This is an optimization exercise on Yosys and OpenROAD, whose aim is small area, not a production implementation.
The RTL was checked by simulation tests, not by an equivalence proof against the original design.
No activity file was given, so power comes from the tool's default toggle rates.

### config.mk
export PLATFORM = sky130hd
export DESIGN_NAME = riscv_dm_0p11
export DESIGN_NICKNAME = riscv_dm_0p11
export VERILOG_FILES = /design/flow/design.v
export SDC_FILE = /design/flow/constraint.sdc
export NUM_CORES = 4
export LEC_CHECK = 0
export ABC_AREA = 1
export CAP_MARGIN = 20
export CORE_MARGIN = 2
export CORE_UTILIZATION = 40
export SLEW_MARGIN = 20
### constraint.sdc
create_clock -name core_clock -period 10.0 [get_ports {clk}]
set_input_delay 2.0000 -clock core_clock [delete_from_list [all_inputs] [get_ports {clk}]]
set_output_delay 2.0000 -clock core_clock [all_outputs]
set_load 0.01 [all_outputs]
### design.v
module debug_ram(
  input  logic clk,
  input  logic we,
  input  logic [ 2:0] addr,
  input  logic [31:0] din,
  output logic [31:0] dout
);
logic [31:0] mem [0:7];
for (genvar w = 0; w < 8; w = w+1) begin: word
    always @(posedge clk)
        if (we && addr == w)
            mem[w] <= din;
end
assign dout = mem[addr];
endmodule
module sirv_debug_rom(
  input  [7-1:2] rom_addr,
  output [32-1:0] rom_dout
  );
  wire [31:0] debug_rom [0:31];  
  assign rom_dout = debug_rom[rom_addr];
  assign debug_rom[29] = 32'h0;
  assign debug_rom[30] = 32'h0;
  assign debug_rom[31] = 32'h0;
  assign debug_rom[ 0][7 : 0] = 8'h6f;
  assign debug_rom[ 0][15: 8] = 8'h00;
  assign debug_rom[ 0][23:16] = 8'hc0;
  assign debug_rom[ 0][31:24] = 8'h03;
  assign debug_rom[ 1][7 : 0] = 8'h6f;
  assign debug_rom[ 1][15: 8] = 8'h00;
  assign debug_rom[ 1][23:16] = 8'hc0;
  assign debug_rom[ 1][31:24] = 8'h00;
  assign debug_rom[ 2][7 : 0] = 8'h13;
  assign debug_rom[ 2][15: 8] = 8'h04;
  assign debug_rom[ 2][23:16] = 8'hf0;
  assign debug_rom[ 2][31:24] = 8'hff;
  assign debug_rom[ 3][7 : 0] = 8'h6f;
  assign debug_rom[ 3][15: 8] = 8'h00;
  assign debug_rom[ 3][23:16] = 8'h80;
  assign debug_rom[ 3][31:24] = 8'h00;
  assign debug_rom[ 4][7 : 0] = 8'h13;
  assign debug_rom[ 4][15: 8] = 8'h04;
  assign debug_rom[ 4][23:16] = 8'h00;
  assign debug_rom[ 4][31:24] = 8'h00;
  assign debug_rom[ 5][7 : 0] = 8'h0f;
  assign debug_rom[ 5][15: 8] = 8'h00;
  assign debug_rom[ 5][23:16] = 8'hf0;
  assign debug_rom[ 5][31:24] = 8'h0f;
  assign debug_rom[ 6][7 : 0] = 8'h83;
  assign debug_rom[ 6][15: 8] = 8'h24;
  assign debug_rom[ 6][23:16] = 8'h80;
  assign debug_rom[ 6][31:24] = 8'h41;
  assign debug_rom[ 7][7 : 0] = 8'h23;
  assign debug_rom[ 7][15: 8] = 8'h2c;
  assign debug_rom[ 7][23:16] = 8'h80;
  assign debug_rom[ 7][31:24] = 8'h40;
  assign debug_rom[ 8][7 : 0] = 8'h73;
  assign debug_rom[ 8][15: 8] = 8'h24;
  assign debug_rom[ 8][23:16] = 8'h40;
  assign debug_rom[ 8][31:24] = 8'hf1;
  assign debug_rom[ 9][7 : 0] = 8'h23;
  assign debug_rom[ 9][15: 8] = 8'h20;
  assign debug_rom[ 9][23:16] = 8'h80;
  assign debug_rom[ 9][31:24] = 8'h10;
  assign debug_rom[10][7 : 0] = 8'h73;
  assign debug_rom[10][15: 8] = 8'h24;
  assign debug_rom[10][23:16] = 8'h00;
  assign debug_rom[10][31:24] = 8'h7b;
  assign debug_rom[11][7 : 0] = 8'h13;
  assign debug_rom[11][15: 8] = 8'h74;
  assign debug_rom[11][23:16] = 8'h84;
  assign debug_rom[11][31:24] = 8'h00;
  assign debug_rom[12][7 : 0] = 8'h63;
  assign debug_rom[12][15: 8] = 8'h1a;
  assign debug_rom[12][23:16] = 8'h04;
  assign debug_rom[12][31:24] = 8'h02;
  assign debug_rom[13][7 : 0] = 8'h73;
  assign debug_rom[13][15: 8] = 8'h24;
  assign debug_rom[13][23:16] = 8'h20;
  assign debug_rom[13][31:24] = 8'h7b;
  assign debug_rom[14][7 : 0] = 8'h73;
  assign debug_rom[14][15: 8] = 8'h00;
  assign debug_rom[14][23:16] = 8'h20;
  assign debug_rom[14][31:24] = 8'h7b;
  assign debug_rom[15][7 : 0] = 8'h73;
  assign debug_rom[15][15: 8] = 8'h10;
  assign debug_rom[15][23:16] = 8'h24;
  assign debug_rom[15][31:24] = 8'h7b;
  assign debug_rom[16][7 : 0] = 8'h73;
  assign debug_rom[16][15: 8] = 8'h24;
  assign debug_rom[16][23:16] = 8'h00;
  assign debug_rom[16][31:24] = 8'h7b;
  assign debug_rom[17][7 : 0] = 8'h13;
  assign debug_rom[17][15: 8] = 8'h74;
  assign debug_rom[17][23:16] = 8'h04;
  assign debug_rom[17][31:24] = 8'h1c;
  assign debug_rom[18][7 : 0] = 8'h13;
  assign debug_rom[18][15: 8] = 8'h04;
  assign debug_rom[18][23:16] = 8'h04;
  assign debug_rom[18][31:24] = 8'hf4;
  assign debug_rom[19][7 : 0] = 8'h63;
  assign debug_rom[19][15: 8] = 8'h16;
  assign debug_rom[19][23:16] = 8'h04;
  assign debug_rom[19][31:24] = 8'h00;
  assign debug_rom[20][7 : 0] = 8'h23;
  assign debug_rom[20][15: 8] = 8'h2c;
  assign debug_rom[20][23:16] = 8'h90;
  assign debug_rom[20][31:24] = 8'h40;
  assign debug_rom[21][7 : 0] = 8'h67;
  assign debug_rom[21][15: 8] = 8'h00;
  assign debug_rom[21][23:16] = 8'h00;
  assign debug_rom[21][31:24] = 8'h40;
  assign debug_rom[22][7 : 0] = 8'h73;
  assign debug_rom[22][15: 8] = 8'h24;
  assign debug_rom[22][23:16] = 8'h40;
  assign debug_rom[22][31:24] = 8'hf1;
  assign debug_rom[23][7 : 0] = 8'h23;
  assign debug_rom[23][15: 8] = 8'h26;
  assign debug_rom[23][23:16] = 8'h80;
  assign debug_rom[23][31:24] = 8'h10;
  assign debug_rom[24][7 : 0] = 8'h73;
  assign debug_rom[24][15: 8] = 8'h60;
  assign debug_rom[24][23:16] = 8'h04;
  assign debug_rom[24][31:24] = 8'h7b;
  assign debug_rom[25][7 : 0] = 8'h73;
  assign debug_rom[25][15: 8] = 8'h24;
  assign debug_rom[25][23:16] = 8'h00;
  assign debug_rom[25][31:24] = 8'h7b;
  assign debug_rom[26][7 : 0] = 8'h13;
  assign debug_rom[26][15: 8] = 8'h74;
  assign debug_rom[26][23:16] = 8'h04;
  assign debug_rom[26][31:24] = 8'h02;
  assign debug_rom[27][7 : 0] = 8'he3;
  assign debug_rom[27][15: 8] = 8'h0c;
  assign debug_rom[27][23:16] = 8'h04;
  assign debug_rom[27][31:24] = 8'hfe;
  assign debug_rom[28][7 : 0] = 8'h6f;
  assign debug_rom[28][15: 8] = 8'hf0;
  assign debug_rom[28][23:16] = 8'h1f;
  assign debug_rom[28][31:24] = 8'hfe;
endmodule
module riscv_dm_0p11 #(
    parameter int ASYNC_FF_LEVELS = 2,
    parameter int PC_SIZE = 32,
    parameter int HART_NUM = 1,
    parameter int HART_ID_W = 1
) (
  input         i_icb_cmd_valid,
  output        i_icb_cmd_ready,
  input  [11:0] i_icb_cmd_addr,
  input         i_icb_cmd_read,
  input  [31:0] i_icb_cmd_wdata,
  output        i_icb_rsp_valid,
  input         i_icb_rsp_ready,
  output [31:0] i_icb_rsp_rdata,
  input        dtm_req_valid,
  output       dtm_req_ready,
  input [40:0] dtm_req_bits,
  output       dtm_resp_valid,
  input        dtm_resp_ready,
  output[35:0] dtm_resp_bits,
  output [HART_NUM-1:0]      o_dbg_irq,
  output [HART_NUM-1:0]      o_ndreset,
  output [HART_NUM-1:0]      o_fullreset,
  input   clk,
  input   rst_n,
  input   test_mode
);
  logic [4:0] rs_lfsr;
  logic       rs_rel;
  always @(posedge clk or negedge rst_n) begin: p_sync_dmrst
      if (!rst_n) begin
          rs_lfsr <= 5'b0;
          rs_rel  <= 1'b0;
      end else begin
          rs_lfsr <= {rs_lfsr[3:0], ~(rs_lfsr[4] ^ rs_lfsr[2])};
          rs_rel  <= rs_rel | (rs_lfsr[4] & rs_lfsr[3] & rs_lfsr[2] & rs_lfsr[0]);
      end
  end: p_sync_dmrst
  wire dm_rst_n = test_mode ? rst_n : rs_rel;
  logic [2:0] rx_sync;
  logic       rx_rdy;      
  logic       rx_vld;      
  wire        dmi_hs;      
  always @(posedge clk or negedge dm_rst_n) begin: p_rx_sync
      if (!dm_rst_n)
          rx_sync <= 3'b0;
      else
          rx_sync <= {dtm_req_valid, rx_sync[2:1]};
  end: p_rx_sync
  wire rx_vs    = rx_sync[1];
  wire rx_nedge = ~rx_sync[1] & rx_sync[0];
  wire rx_set   = ~rx_vld & rx_vs & ~rx_rdy;
  always @(posedge clk or negedge dm_rst_n) begin: p_rx_rdy
      if (!dm_rst_n)
          rx_rdy <= 1'b0;
      else if (rx_set | rx_nedge)
          rx_rdy <= rx_set | ~rx_nedge;
  end: p_rx_rdy
  always @(posedge clk or negedge dm_rst_n) begin: p_rx_vld
      if (!dm_rst_n)
          rx_vld <= 1'b0;
      else if (rx_set | dmi_hs)
          rx_vld <= rx_set | ~dmi_hs;
  end: p_rx_vld
  assign dtm_req_ready = rx_rdy;
  logic [2:0] tx_sync;
  logic       tx_vld;      
  logic       tx_nrdy;
  always @(posedge clk or negedge dm_rst_n) begin: p_tx_sync
      if (!dm_rst_n)
          tx_sync <= 3'b0;
      else
          tx_sync <= {dtm_resp_ready, tx_sync[2:1]};
  end: p_tx_sync
  wire tx_rs    = tx_sync[1];
  wire tx_nedge = ~tx_sync[1] & tx_sync[0];
  wire tx_clr   = tx_vld & tx_rs;
  wire tx_irdy  = ~tx_nrdy | tx_nedge;
  always @(posedge clk or negedge dm_rst_n) begin: p_tx_vld
      if (!dm_rst_n)
          tx_vld <= 1'b0;
      else if (dmi_hs | tx_clr)
          tx_vld <= dmi_hs | ~tx_clr;
  end: p_tx_vld
  always @(posedge clk or negedge dm_rst_n) begin: p_tx_nrdy
      if (!dm_rst_n)
          tx_nrdy <= 1'b0;
      else if (dmi_hs | tx_nedge)
          tx_nrdy <= dmi_hs | ~tx_nedge;
  end: p_tx_nrdy
  assign dtm_resp_valid = tx_vld;
  logic [33:0] dq;         
  logic [ 4:0] qa;         
  logic [ 1:0] qop;        
  wire  [33:0] resp;
  always @(posedge clk) begin: p_dq
      if (rx_set) begin
          dq  <= dtm_req_bits[35:2];
          qa  <= dtm_req_bits[40:36];
          qop <= dtm_req_bits[1:0];
      end else if (dmi_hs) begin
          dq  <= resp;
      end
  end: p_dq
  assign dtm_resp_bits = {dq, 2'b00};
  wire q_acc   = qop[0] ^ qop[1];    
  wire q_wr    = qop[1] & ~qop[0];
  wire s_ram   = q_acc & (qa[4:3] == 2'b00);
  wire s_dmc   = q_acc & (qa == 5'h10);
  wire s_info  = q_acc & (qa == 5'h11);
  wire s_halt  = q_acc & (qa == 5'h1c);
  logic hartid_r, haltnot_r, debint_r, cleardebint_r, sethaltnot_r;
  wire [1:0]  sel = hartid_r ? 2'b00 : {debint_r, haltnot_r};
  wire [31:0] dram_dout;
  assign resp = ({34{s_ram }} & {sel, dram_dout})
              | ({34{s_dmc }} & {sel, 29'b0, hartid_r, 2'b0})
              | ({34{s_info}} & 34'h0_0000_1821)
              | ({34{s_halt}} & {33'b0, haltnot_r});
  wire icb_hs   = i_icb_cmd_valid & i_icb_rsp_ready;
  wire icb_wr   = icb_hs & ~i_icb_cmd_read;
  wire icb_sel_cleardebint = (i_icb_cmd_addr == 12'h100);
  wire icb_sel_sethaltnot  = (i_icb_cmd_addr == 12'h10c);
  wire icb_sel_dbgrom      = (i_icb_cmd_addr[11:8] == 4'h8);
  wire icb_sel_dbgram      = (i_icb_cmd_addr[11:8] == 4'h4);
  wire icb_ram = icb_hs & icb_sel_dbgram;
  assign i_icb_rsp_valid = i_icb_cmd_valid;
  assign i_icb_cmd_ready = i_icb_rsp_ready;
  assign dmi_hs = rx_vld & tx_irdy & ~(s_ram & icb_ram);
  wire dmi_wr = dmi_hs & q_wr & (s_ram | s_dmc);
  always @(posedge clk or negedge dm_rst_n) begin: p_hartid
      if (!dm_rst_n)
          hartid_r <= 1'b0;
      else if (dmi_wr & s_dmc)
          hartid_r <= dq[2];
  end: p_hartid
  always @(posedge clk or negedge dm_rst_n) begin: p_cleardebint
      if (!dm_rst_n)
          cleardebint_r <= 1'b0;
      else if (icb_wr & icb_sel_cleardebint)
          cleardebint_r <= i_icb_cmd_wdata[0];
  end: p_cleardebint
  always @(posedge clk or negedge dm_rst_n) begin: p_sethaltnot
      if (!dm_rst_n)
          sethaltnot_r <= 1'b0;
      else if (icb_wr & icb_sel_sethaltnot)
          sethaltnot_r <= i_icb_cmd_wdata[0];
  end: p_sethaltnot
  wire haltnot_set = icb_wr & icb_sel_sethaltnot & ~i_icb_cmd_wdata[0];
  wire haltnot_clr = dmi_wr & ~dq[32] & ~hartid_r;
  wire debint_set  = dmi_wr & dq[33] & ~hartid_r;
  wire debint_clr  = icb_wr & icb_sel_cleardebint & ~i_icb_cmd_wdata[0];
  always @(posedge clk or negedge dm_rst_n) begin: p_haltnot
      if (!dm_rst_n)
          haltnot_r <= 1'b0;
      else if (haltnot_set | haltnot_clr)
          haltnot_r <= haltnot_set;
  end: p_haltnot
  always @(posedge clk or negedge dm_rst_n) begin: p_debint
      if (!dm_rst_n)
          debint_r <= 1'b0;
      else if (debint_set | debint_clr)
          debint_r <= debint_set;
  end: p_debint
  wire [ 2:0] dram_addr = icb_ram ? i_icb_cmd_addr[4:2] : qa[2:0];
  wire        dram_we   = icb_ram ? ~i_icb_cmd_read : (dmi_hs & s_ram & q_wr);
  wire [31:0] dram_din  = icb_ram ? i_icb_cmd_wdata : dq[31:0];
  debug_ram u_dram (
    .clk  (clk),
    .we   (dram_we),
    .addr (dram_addr),
    .din  (dram_din),
    .dout (dram_dout)
  );
  wire [31:0] rom_dout;
  sirv_debug_rom u_sirv_debug_rom (
    .rom_addr (i_icb_cmd_addr[6:2]),
    .rom_dout (rom_dout)
  );
  assign i_icb_rsp_rdata =
            ({32{icb_sel_cleardebint}} & {31'b0, cleardebint_r})
          | ({32{icb_sel_sethaltnot }} & {31'b0, sethaltnot_r})
          | ({32{icb_sel_dbgrom     }} & rom_dout)
          | ({32{icb_sel_dbgram     }} & dram_dout);
  assign o_dbg_irq   = debint_r;
  assign o_ndreset   = 1'b0;
  assign o_fullreset = 1'b0;
endmodule
### run.sh
#!/bin/bash
# synth_recipe.tcl (not shown) runs the flow's synth.tcl, then flattens the netlist and writes it again
# the make line also repeats each setting of config.mk as NAME=value (left out here)
make -C /OpenROAD-flow-scripts/flow DESIGN_CONFIG=/design/flow/config.mk WORK_HOME=/design/flow/orfs CLKGATE_MAP_FILE= SYNTH_SCRIPT=/design/flow/synth_recipe.tcl finish
==> run summary <==
through the flow:
step / hold slack [ns] / util, % / instance area [µm²] / power [µW]
floorplan: 0.331 / - / 14700 / 2270
global placement: 0.336 / 45.8 / 16600 / 2680
detailed placement: 0.341 / 45.8 / 16600 / 2700
CTS: 0.359 / 48.9 / 17800 / 3980
global route: 0.366 / 49.0 / 17800 / 4130
finish: 0.356 / 49.0 / 17800 / 3960
area by class of cell:
cell class                      instances  share of cell area (%)
Clock buffer                           49                    5.45
Clock inverter                         15                   0.935
Inverter                               73                    1.54
Multi-Input combinational cell        946                    25.4
Sequential cell                       318                    53.1
Tap cell                              468                    3.29
Timing Repair Buffer                  189                    10.3
worst min-delay path, cell delays in order (launching register included):
cell	delay (ns)
dfrtp_1	0.32
inv_1	0.05
o21ai_1	0.11
buf_4	0.25
registers in the layout, indices dropped and copies added, names as in the netlist:
signal         cells
tx_sync            3
u_dram.mem       256
rx_sync            3
rx_rdy             1
debint_r           1
tx_vld             1
qop                2
hartid_r           1
qa                 5
tx_nrdy            1
sethaltnot_r       1
cleardebint_r      1
rs_rel             1
rs_lfsr            5
rx_vld             1
haltnot_r          1
dq                34
kinds of logic after synthesis:
group | after synthesis | share of synthesized area [%]
xor+xnor | 1 | 0.0598
other cells | 1 | 0.0256
fa+ha+maj | 1 | 0.0854
buf+inv | 166 | 5.14
compound gates | 64 | 2.48
flops | 318 | 64.5
simple gates | 876 | 27.8
path summary, 6_finish.rpt:
| path | endpoint | from | depth (start not counted) |
|---|---|---|---|
| min in group core_clock | rx_sync[1] | rx_sync[2] | 0 |
| setup reg to reg | u_dram.mem[5][8] | qa[0] | 6 |
| hold reg to reg | sethaltnot_r | rs_rel | 3 |
| max in group asynchronous | debint_r | rst_n | 4 |
| hold / removal | sethaltnot_r | rs_rel | 3 |
| setup / recovery | i_icb_rsp_rdata[10] | i_icb_cmd_addr[10] | 12 |
power groups by stage:
stage                     registers, µW  clock network, µW  logic (µW)
after floorplan                    1810                  0         467
after global placement             1780                  0         901
after detailed placement           1780                  0         913
after CTS                          1760               1310         916
after global routing               1770               1360         997
final                              1760               1290         910
cells in the final DEF, fill, tap and decap left out, types with 28 or more instances in the layout:
cell	netlist	final
nand2_1	401	399
edfxtp_1	297	297
nand4_1	190	190
clkdlybuf4s50_1	0	163
nor2_1	128	119
nand3_1	101	101
inv_1	71	69
clkbuf_16	0	36
o21ai_0	30	29
or2_1	28	28
routing by layer:
metal	up-vias	share of wire (%)	global-route usage [%]
met5	-	0	0
met3	70	6.7	3.44
met2	497	46	37.5
met4	0	3.2	8.09
li1	5325	-	-
met1	5527	44	33.3
==> flow_summary.json <==
{
  "async_flop_share_pct": 6.60,
  "layout_setup_ws_ns": 1.92,
  "rows": 70,
  "grt_pass1_wl_mm": 67.8,
  "synth_common_cells": "nand2_1, edfxtp_1, nand4_1, nor2_1, nand3_1",
  "initial_core_util_pct": 40.3,
  "dp_hpwl_mm": 28.3,
  "syn_to_final_growth_pct": 21.4,
  "clockRootBuffer": "clkbuf_16",
  "cts.reportedPaths.clkPinSlew_ns": 0.05,
  "setup_viol": 0,
  "synth_top_area_share_pct": 60.9,
  "p_comb_share_pct": 23.0,
  "ys_seq_area_share_pct": 64.5,
  "routabilityCongestion": 0.875,
  "antenna_found_initial": 0,
  "ys_seq_elements": 318,
  "switching_power_uw": 1210,
  "cts_sinks": 318,
  "irDropWorstVdd_mv": 0.141,
  "drt_pre_antenna_iters": 6,
  "cts_setup_buffers": 0,
  "critPathKind": "in -> out",
  "syn_area_per_cell_um2": 10.3,
  "numCtsBuffers": 36,
  "relSlewSlack_pct": 31.9,
  "p_clk_share_pct": 32.7,
  "finalCritPeriodShare_pct": 80.8,
  "max_freq_mhz": 124,
  "cp.arrival_ns": 6.08,
  "synthTopCellsByArea": "edfxtp_1, nand2_1, nand4_1, dfrtp_1, nand3_1",
  "path_max_fanout": 44,
  "synth_area_leader_cell": "edfxtp_1",
  "h-tree-depth": 2,
  "die-height_um": 195,
  "fin_cells": 2058,
  "cap_violations": 0,
  "pin_count": 168,
  "min_path_type": "reg -> async",
  "grt_pass1_vias": 10900,
  "post-place-ws_ns": 1.89,
  "fill_cells": 3318,
  "p_int_uw": 2750,
  "synth.most_common_cell": "nand2_1",
  "cp.required_ns": 8.00,
  "post-place-cells": 1993,
  "grt.total_usage_pct": 23.6,
  "synth_edf_count": 297,
  "routed_wl_mm": 45.3,
  "ant_nets": 0,
  "postCtsResizedCells": 0,
  "skew_ns": 0.0138,
  "drc": 0,
  "ys.flop_type": "edfxtp_1",
  "grt_overflow": 0,
  "wl_per_cell_um": 22.0,
  "syn_inst": 1427,
  "netSwitchingFraction_pct": 30.5,
  "cts_tree": "done",
  "port_buffers": 163,
  "dieArea_um2": 38200,
  "diodes": 0,
  "clock_latency_ns": 0.53,
  "critPathLaunchType": "primary input",
  "slew_viol_final": 0,
  "cp_cell_sequence": "clkdlybuf4s50_1, inv_1, nor2_4, nand3_4, nand2_1, nand2_4, nor2_8, nand2_4, or2_1, nand3_1, nand2_1, clkdlybuf4s50_1",
  "rrSetupSlack_ns": 6.33,
  "crit_buf_inv": 3,
  "viasPerCell": 5.55,
  "yosysUniqueCellTypes": 38,
  "p_per_area_nw_per_um2": 222,
  "outcome": "timing/DRC/antenna clean",
  "cts.path.max_buffers": 3,
  "drive_above_1_share_pct": 6.54,
  "total_leakage_power_uw": 0.00708,
  "fin_crit_ns": 8.08,
  "grt_start_max_net_pins": 80,
  "multi_input_area_um2": 4520,
  "crit_family": "simple AND/OR/NAND/NOR gates",
  "cp-end-kind": "output pin",
  "die_w_um": 195,
  "crit_path_max_incr_delay_ns": 0.58,
  "tightestPinTransition_ns": 1.02,
  "vias": 11400,
  "hold_viol": 0,
  "seqCellArea_um2": 9440,
  "p_seq_share_pct": 44.4,
  "slowest_stage": "nand3_4",
  "rsz0062_at_grt": "false",
  "fin_nets": 1658,
  "core_um2": 36300,
  "synth-warning-count": 4,
  "final.setup.tns_ns": 0,
  "drtIter0Drc": 913,
  "netlist_area_um2": 14700,
  "hold_buffers": 0
}

[port drivers added, routing unchanged]
The flow's constraints put no driver on any port. The routed layout listed below was extracted and timed again, unchanged, in two steps. Step 1 sets driving cells, clkbuf_16 on the clock port and buf_2 on the other inputs (assumed; they add their load-dependent delay and slew). Step 2, shift: input delay + t, output delay - t, t = (earliest + latest rising clock arrival at the registers) / 2. This alone moves slack from input paths to output paths. Slacks: ideal / step 1 / step 2; pairs: ideal / step 1.
t (ns): 0.575
setup WS [ns]: 1.918 / 1.896 / 1.896
hold WS [ns]: 0.356 / 0.356 / 0.356
clock arrival spread, ns: 0.017 / 0.017
After both steps setup and hold are still met in this run. For this run, drivers alone change the setup slack by -0.022 ns; drivers and shift together by -0.022 ns.
